From an optimization exercise on the open Yosys and OpenROAD flow, aimed at small area and a short achievable clock period; shortcuts taken in it are not production practice.
In this exercise RTL edits were held to simulation tests only and were not proved equivalent to the original.
No activity file was given, so power comes from the tool's default toggle rates. The clock port is modelled as an ideal driver; clocking choices that lean on that would not hold on a real chip.

==> run P <==
==> flow/design.v <==
module finall (
    input wire load_memory,
    input wire [31:0] instr_mem_input,
    input wire [31:0] data_mem_input,
    input wire [7:0] mem_addr_select_instr,
    input wire [7:0] mem_addr_select_data,
    input wire clk,
    input wire reset,
    input wire rst,
    output wire [7:0] pc_out,
    output wire rf_we,
    output wire [4:0] rf_waddr,
    output wire [31:0] rf_wdata,
    output wire dm_we,
    output wire [7:0] dm_addr,
    output wire [31:0] dm_wdata
);
    localparam [1:0] C_OTHER = 2'd0, C_R = 2'd1, C_SW = 2'd2, C_BEQ = 2'd3;
    localparam [1:0] S_NOP = 2'd0, S_LW = 2'd1, S_J = 2'd2, S_JAL = 2'd3;
    localparam [2:0] OP_AND = 3'd0, OP_OR = 3'd1, OP_ADD = 3'd2, OP_SUB = 3'd3,
                     OP_SLT = 3'd4;
    wire [5:0] in_op = instr_mem_input[31:26];
    wire [5:0] in_fn = instr_mem_input[5:0];
    reg  [1:0] in_cls;
    reg  [1:0] in_sub;
    reg  [2:0] in_rop;
    always @* begin
        case (in_fn)
            6'b100000: in_rop = OP_ADD;
            6'b100010: in_rop = OP_SUB;
            6'b100101: in_rop = OP_OR;
            6'b101010: in_rop = OP_SLT;
            default:   in_rop = OP_AND;
        endcase
        in_sub = S_NOP;
        case (in_op)
            6'b000000: in_cls = (instr_mem_input[15:11] != 5'd0) ? C_R : C_OTHER;
            6'b101011: in_cls = C_SW;
            6'b000100: in_cls = C_BEQ;
            default: begin
                in_cls = C_OTHER;
                if (in_op == 6'b100011 && instr_mem_input[20:16] != 5'd0) in_sub = S_LW;
                if (in_op == 6'b000010) in_sub = S_J;
                if (in_op == 6'b000011) in_sub = S_JAL;
            end
        endcase
    end
    wire [4:0]  in_rt   = (in_op[1] && !in_op[5]) ? {3'b000, instr_mem_input[7:6]}
                                                 : instr_mem_input[20:16];
    wire [7:0]  in_f    = (in_cls == C_R) ? {in_rop, instr_mem_input[15:11]} :
                          (in_cls == C_OTHER) ? {in_sub, instr_mem_input[5:0]} :
                          instr_mem_input[7:0];
    wire [19:0] in_word = {in_cls, instr_mem_input[25:21], in_rt, in_f};
    localparam CTL_W = 24;
    function [CTL_W-1:0] decode(input [19:0] w);
        reg [1:0] c;
        reg [4:0] wrt;
        reg [7:0] wf;
        reg r, lw, sw, beq, j, jal, wen;
        reg [4:0] wa;
        reg [2:0] op;
        begin
            c   = w[19:18];
            wrt = w[12:8];
            wf  = w[7:0];
            op  = wf[7:5];
            r   = (c == C_R);
            sw  = (c == C_SW);
            beq = (c == C_BEQ);
            lw  = (c == C_OTHER) && (wf[7:6] == S_LW);
            j   = (c == C_OTHER) && (wf[7:6] == S_J);
            jal = (c == C_OTHER) && (wf[7:6] == S_JAL);
            wen = r || lw || jal;
            wa  = jal ? 5'd31 : r ? wf[4:0] : wrt;
            decode = {wen, wa, lw, sw, jal, j || jal, beq,
                      (op == OP_SUB) || (op == OP_SLT),
                      (op == OP_ADD) || (op == OP_SUB),
                      (op != OP_ADD) && (op != OP_SUB) && (op != OP_OR) && (op != OP_SLT),
                      (op == OP_OR),
                      (op == OP_SLT),
                      (j || jal) ? {wrt[1:0], wf[5:0]} : wf};
        end
    endfunction
    wire [5:0] im_la = mem_addr_select_instr[5:0];
    reg  [19:0] im_q [0:63];
    reg  [63:0] im_v;
    integer k;
    always @(posedge clk) begin
        for (k = 0; k < 64; k = k + 1)
            if (load_memory && im_la == k) im_q[k] <= in_word;
    end
    always @(posedge clk or posedge reset) begin
        if (reset) im_v <= 64'b0;
        else if (load_memory) im_v[im_la] <= 1'b1;
    end
    reg  [7:0]       pc;
    reg  [CTL_W-1:0] ir;         
    reg  [31:0]      opa, opb;   
    reg  [7:0]       ma;         
    reg              rst_seen;   
    wire [19:0]      im0  = im_v[0] ? im_q[0] : 20'b0;
    wire [CTL_W-1:0] ctl0 = decode(im0);
    wire [CTL_W-1:0] ctl  = rst_seen ? ctl0 : ir;
    wire [7:0]       maddr = rst_seen ? im0[7:0] : ma;
    wire       wr_en   = ctl[23];
    wire [4:0] wr_addr = ctl[22:18];
    wire       is_lw   = ctl[17];
    wire       is_sw   = ctl[16];
    wire       is_jal  = ir[15];        
    wire       is_jmp  = ctl[14];
    wire       is_beq  = ctl[13];
    wire       a_sub   = ir[12];        
    wire       s_sum   = ir[11];
    wire       s_and   = ir[10];
    wire       s_or    = ir[9];
    wire       s_slt   = ir[8];
    wire [7:0] x       = ctl[7:0];
    wire [31:0] sum = opa + (a_sub ? ~opb : opb) + {31'b0, a_sub};
    wire [31:0] alu = ({32{s_sum}} & sum) | ({32{s_and}} & (opa & opb)) |
                      ({32{s_or}} & (opa | opb)) | {31'b0, s_slt & sum[31]};
    wire [5:0]  dm_la = mem_addr_select_data[5:0];
    reg  [31:0] dm_q [0:63];
    reg  [63:0] dm_v;
    wire        st    = is_sw && !load_memory;
    wire [5:0]  dm_wa = load_memory ? dm_la : maddr[5:0];
    wire [31:0] dm_wd = load_memory ? data_mem_input : opb;
    wire        dm_wr = load_memory || st;
    always @(posedge clk) begin
        for (k = 0; k < 64; k = k + 1)
            if (dm_wr && dm_wa == k) dm_q[k] <= dm_wd;
    end
    always @(posedge clk or posedge reset) begin
        if (reset) dm_v <= 64'b0;
        else if (dm_wr) dm_v[dm_wa] <= 1'b1;
    end
    reg [31:0] dm_rd;
    always @* begin
        dm_rd = 32'b0;
        for (k = 0; k < 64; k = k + 1)
            dm_rd = dm_rd | ({32{dm_v[k] && maddr[5:0] == k}} & dm_q[k]);
    end
    reg [31:0] rf_q [1:31];
    reg [31:1] rf_v;
    wire [31:0] wr_data = is_lw ? dm_rd : is_jal ? {24'b0, pc} : alu;
    always @(posedge clk) begin
        for (k = 1; k < 32; k = k + 1)
            if (wr_en && wr_addr == k) rf_q[k] <= wr_data;
    end
    always @(posedge clk or posedge rst) begin
        if (rst) rf_v <= 31'b0;
        else
            for (k = 1; k < 32; k = k + 1)
                if (wr_en && wr_addr == k) rf_v[k] <= 1'b1;
    end
    wire [7:0] pc_inc  = pc + 8'd1;
    wire       taken   = is_beq && (opa == opb);
    wire [7:0] pc_next = is_jmp ? x : taken ? pc_inc + x : pc_inc;
    always @(posedge clk or posedge rst) begin
        if (rst) pc <= 8'b0;
        else     pc <= pc_next;
    end
    always @(posedge clk or posedge rst) begin
        if (rst) rst_seen <= 1'b1;
        else     rst_seen <= 1'b0;
    end
    wire [5:0] fa = pc_next[5:0];
    reg [19:0] im_rd;
    always @* begin
        im_rd = 20'b0;
        for (k = 0; k < 64; k = k + 1)
            im_rd = im_rd | ({20{im_v[k] && fa == k}} & im_q[k]);
    end
    wire [19:0] nw  = (load_memory && im_la == fa) ? in_word : im_rd;
    wire [4:0]  nrs = nw[17:13];
    wire [4:0]  nrt = nw[12:8];
    wire fwd = wr_en;
    reg [31:0] ra, rb;
    always @* begin
        ra = 32'b0;
        rb = 32'b0;
        for (k = 1; k < 32; k = k + 1) begin
            ra = ra | ({32{rf_v[k] && nrs == k}} & rf_q[k]);
            rb = rb | ({32{rf_v[k] && nrt == k}} & rf_q[k]);
        end
        if (fwd && wr_addr == nrs) ra = wr_data;
        if (fwd && wr_addr == nrt) rb = wr_data;
    end
    always @(posedge clk or posedge reset) begin
        if (reset) ir <= {CTL_W{1'b0}};
        else       ir <= decode(nw);
    end
    always @(posedge clk or posedge rst) begin
        if (rst) begin
            opa <= 32'b0;
            opb <= 32'b0;
        end else begin
            opa <= ra;
            opb <= rb;
        end
    end
    always @(posedge clk) ma <= ra[7:0] + nw[7:0];
    assign pc_out   = pc;
    assign rf_we    = wr_en;
    assign rf_waddr = wr_addr;
    assign rf_wdata = wr_data;
    assign dm_we    = st;
    assign dm_addr  = maddr;
    assign dm_wdata = opb;
endmodule
==> flow/flow/run.sh <==
#!/bin/bash
# Layout flow: the ORFS flow with
#  - the standard flow's synthesis script, except that abc maps with flow/abc_area.script
#    (area-oriented; flip-flops are mapped before abc, so they are the standard ones),
#  - timing repair aiming at a larger setup slack than the standard margin,
#  - port buffers of a fixed cell (sky130_fd_sc_hd__buf_4),
#  - the pins of load_memory and dm_we (joined by a gate) placed side by side,
#  - clock-tree sinks clustered more widely, without dummy loads.
# Each step's full log is in orfs/logs/; this script's own output in flow_*.log.
set -euo pipefail
W=$(pwd)
export MY_ABC_SCRIPT="$W/flow/abc_area.script"
KNOBS=(
  "SETUP_SLACK_MARGIN=19"
  "BUFFER_PORTS_ARGS=-buffer_cell sky130_fd_sc_hd__buf_4"
  "PLACE_PINS_ARGS=-group_pins {load_memory dm_we}"
  "CTS_ARGS=-sink_clustering_enable -repair_clock_nets -dont_use_dummy_load -sink_clustering_size 25 -sink_clustering_max_diameter 80"
)
make -C "$FLOW_HOME" DESIGN_CONFIG="$W/config.mk" WORK_HOME="$W/orfs" CLKGATE_MAP_FILE= \
  SYNTH_SCRIPT="$W/flow/synth.tcl" "${KNOBS[@]}" synth > "$W/flow_synth.log" 2>&1
make -C "$FLOW_HOME" DESIGN_CONFIG="$W/config.mk" WORK_HOME="$W/orfs" CLKGATE_MAP_FILE= \
  SYNTH_SCRIPT="$W/flow/synth.tcl" "${KNOBS[@]}" finish > "$W/flow_layout.log" 2>&1
R="$W/orfs/results/$FLOW_PLATFORM/finall/base"
: # left out here: write the final layout as DEF
==> flow/flow/abc_area.script <==
&get -n
&st
&syn2
&dch
&nf -R 1000 -p
&put
topo
stime -c
==> flow/flow/synth.tcl <==
# The standard flow's synthesis script (synth_recipe.tcl) with one change: Yosys's abc
# call uses flow/abc_area.script, an area-oriented mapping, in place of
# ORFS's abc_speed.script. Registers are mapped before abc and are the same.
proc synth {args} { yosys synth -nofsm -noshare {*}$args }
proc abc {args} {
  set i [lsearch -exact $args -script]
  if {$i >= 0} { set args [lreplace $args [expr {$i + 1}] [expr {$i + 1}] $::env(MY_ABC_SCRIPT)] }
  yosys abc {*}$args
}
source $::env(SCRIPTS_DIR)/synth.tcl
# left out here: clear keep_hierarchy, flatten, clean up, hide names made inside functions, write 1_2_yosys.v
==> flow/standard.sh <==
#!/bin/bash
# synth_recipe.tcl (not shown) runs the flow's synth.tcl, then flattens the netlist and writes it again
# the make line also repeats each setting of config.mk as NAME=value (left out here)
make -C /OpenROAD-flow-scripts/flow DESIGN_CONFIG=/design/flow/config.mk WORK_HOME=/design/flow/orfs CLKGATE_MAP_FILE= SYNTH_SCRIPT=/design/flow/synth_recipe.tcl "${@:-finish}"
==> flow/config.mk <==
export PLATFORM = sky130hd
export DESIGN_NAME = finall
export DESIGN_NICKNAME = finall
export VERILOG_FILES = /design/flow/design.v
export SDC_FILE = /design/flow/constraint.sdc
export NUM_CORES = 8
export LEC_CHECK = 0
export CAP_MARGIN = 20
export CORE_MARGIN = 2
export CORE_UTILIZATION = 55
export SETUP_SLACK_MARGIN = 2.0
export SLEW_MARGIN = 20
==> flow/constraint.sdc <==
create_clock -name core_clock -period 32.0 [get_ports {clk}]
set_input_delay 6.4000 -clock core_clock [delete_from_list [all_inputs] [get_ports {clk}]]
set_output_delay 6.4000 -clock core_clock [all_outputs]
set_load 0.01 [all_outputs]
==> run M: changes against run P <==
==> flow/flow/run.sh (replaced) <==
#!/bin/bash
# Layout flow: the standard ORFS flow (standard synthesis unchanged), with
#  - timing repair aiming at a larger setup slack than the standard margin,
#  - port buffers of a fixed cell (sky130_fd_sc_hd__buf_4),
#  - the pins of load_memory and dm_we (joined by a gate) placed side by side,
#  - clock-tree sinks clustered more widely, without dummy loads.
# Each step's full log is in orfs/logs/; this script's own output in flow_*.log.
set -euo pipefail
W=$(pwd)
KNOBS=(
  "SETUP_SLACK_MARGIN=19"
  "BUFFER_PORTS_ARGS=-buffer_cell sky130_fd_sc_hd__buf_4"
  "PLACE_PINS_ARGS=-group_pins {load_memory dm_we}"
  "CTS_ARGS=-sink_clustering_enable -repair_clock_nets -dont_use_dummy_load -sink_clustering_size 25 -sink_clustering_max_diameter 80"
)
bash standard.sh synth > "$W/flow_synth.log" 2>&1
make -C "$FLOW_HOME" DESIGN_CONFIG="$W/config.mk" WORK_HOME="$W/orfs" CLKGATE_MAP_FILE= \
  SYNTH_SCRIPT="$W/synth_recipe.tcl" "${KNOBS[@]}" finish > "$W/flow_layout.log" 2>&1
R="$W/orfs/results/$FLOW_PLATFORM/finall/base"
: # left out here: write the final layout as DEF
removed: flow/flow/abc_area.script
removed: flow/flow/synth.tcl
==> run G: changes against run P <==
--- a/flow/design.v
+++ b/flow/design.v
@@ -164,5 +164,5 @@
         else     rst_seen <= 1'b0;
     end
-    wire [5:0] fa = pc_next[5:0];
+    wire [5:0] fa = rst ? 6'd0 : pc_next[5:0];
     reg [19:0] im_rd;
     always @* begin
@@ -174,5 +174,5 @@
     wire [4:0]  nrs = nw[17:13];
     wire [4:0]  nrt = nw[12:8];
-    wire fwd = wr_en;
+    wire fwd = wr_en && !rst;
     reg [31:0] ra, rb;
     always @* begin
==> flow/flow/run.sh (replaced) <==
#!/bin/bash
# Layout flow: the standard ORFS flow (standard synthesis unchanged), with
#  - timing repair aiming at a larger setup slack than the standard margin,
#  - port buffers of a fixed cell (sky130_fd_sc_hd__buf_4),
#  - clock-tree sinks clustered more widely, without dummy loads.
# Each step's full log is in orfs/logs/; this script's own output in flow_*.log.
set -euo pipefail
W=$(pwd)
KNOBS=(
  "SETUP_SLACK_MARGIN=18.5"
  "BUFFER_PORTS_ARGS=-buffer_cell sky130_fd_sc_hd__buf_4"
  "CTS_ARGS=-sink_clustering_enable -repair_clock_nets -dont_use_dummy_load -sink_clustering_size 30 -sink_clustering_max_diameter 100"
)
bash standard.sh synth > "$W/flow_synth.log" 2>&1
make -C "$FLOW_HOME" DESIGN_CONFIG="$W/config.mk" WORK_HOME="$W/orfs" CLKGATE_MAP_FILE= \
  SYNTH_SCRIPT="$W/synth_recipe.tcl" "${KNOBS[@]}" finish > "$W/flow_layout.log" 2>&1
R="$W/orfs/results/$FLOW_PLATFORM/finall/base"
: # left out here: write the final layout as DEF
removed: flow/flow/abc_area.script
removed: flow/flow/synth.tcl
==> run Z: changes against run P <==
--- a/flow/flow/run.sh
+++ b/flow/flow/run.sh
@@ -12,8 +12,8 @@
 export MY_ABC_SCRIPT="$W/flow/abc_area.script"
 KNOBS=(
-  "SETUP_SLACK_MARGIN=19"
+  "SETUP_SLACK_MARGIN=19.3"
   "BUFFER_PORTS_ARGS=-buffer_cell sky130_fd_sc_hd__buf_4"
   "PLACE_PINS_ARGS=-group_pins {load_memory dm_we}"
-  "CTS_ARGS=-sink_clustering_enable -repair_clock_nets -dont_use_dummy_load -sink_clustering_size 25 -sink_clustering_max_diameter 80"
+  "CTS_ARGS=-sink_clustering_enable -repair_clock_nets -dont_use_dummy_load -sink_clustering_size 28 -sink_clustering_max_diameter 90"
 )
 make -C "$FLOW_HOME" DESIGN_CONFIG="$W/config.mk" WORK_HOME="$W/orfs" CLKGATE_MAP_FILE= \
==> results.txt <==
quantity	run M	run G	run Z	run P
Outcome	finished clean	finished clean	finished clean	finished clean
Internal power consumption	0.00972 W	0.00845 W	0.00890 W	0.00899 W
Detailed-route vias per instance	8.25	8.13	7.59	7.63
Vias after detailed routing	128000	127000	110000	111000
Post-Route Utilization	60.3%	60.0%	60.8%	60.8%
Synthesized-area fraction occupied by ao, oa, aoi and oai cells	14.6%	14.0%	13.4%	13.4%
Fmax	76.5 MHz	72.1 MHz	74.7 MHz	76.3 MHz
Endpoint arrival time on the critical path	6680 ps	14710 ps	6990 ps	6710 ps
Vertical extent of the die	574 um	575 um	562 um	562 um
Initial standard-cell utilization of the core	55.2%	55.3%	55.1%	55.1%
Tapcell Cnt	4325	4325	4140	4140
Leakage power total	62.4 nW	62.3 nW	60.1 nW	60.2 nW
Logic depth of the worst register-to-register path	28	32	33	32
Sequential share of cell area	69.8%	70.1%	72.0%	72.0%

## static timing again, ports no longer ideal
In the flow no input, the clock included, has a driving cell. The finished layouts below were timed again as built, in two steps.
Step 1, drivers: a clkbuf_16 drives clk and a buf_2 each remaining input, both assumed.
Step 2 times the ports against the registers' clock, not the clock port: input delays grow and output delays shrink by t, the midpoint of the rising clock arrivals with the driver on.
Three values: ideal ports, drivers, drivers and shift; two values: the first two.
run	shift t [ns]	setup WS [ns]	slew at the worst register clock pin (ns)
run P	1.026	18.894 / 18.798 / 18.060	0.10 / 0.10
run M	1.058	18.921 / 18.497 / 17.827	0.11 / 0.11
run G	1.014	18.122 / 18.174 / 17.160	0.12 / 0.12
run Z	1.016	18.606 / 18.404 / 18.017	0.12 / 0.12
After both steps every run listed still meets setup and hold. The setup slack of run M, which loses most, moves by -0.424 ns with the drivers and by -1.094 ns with both steps.
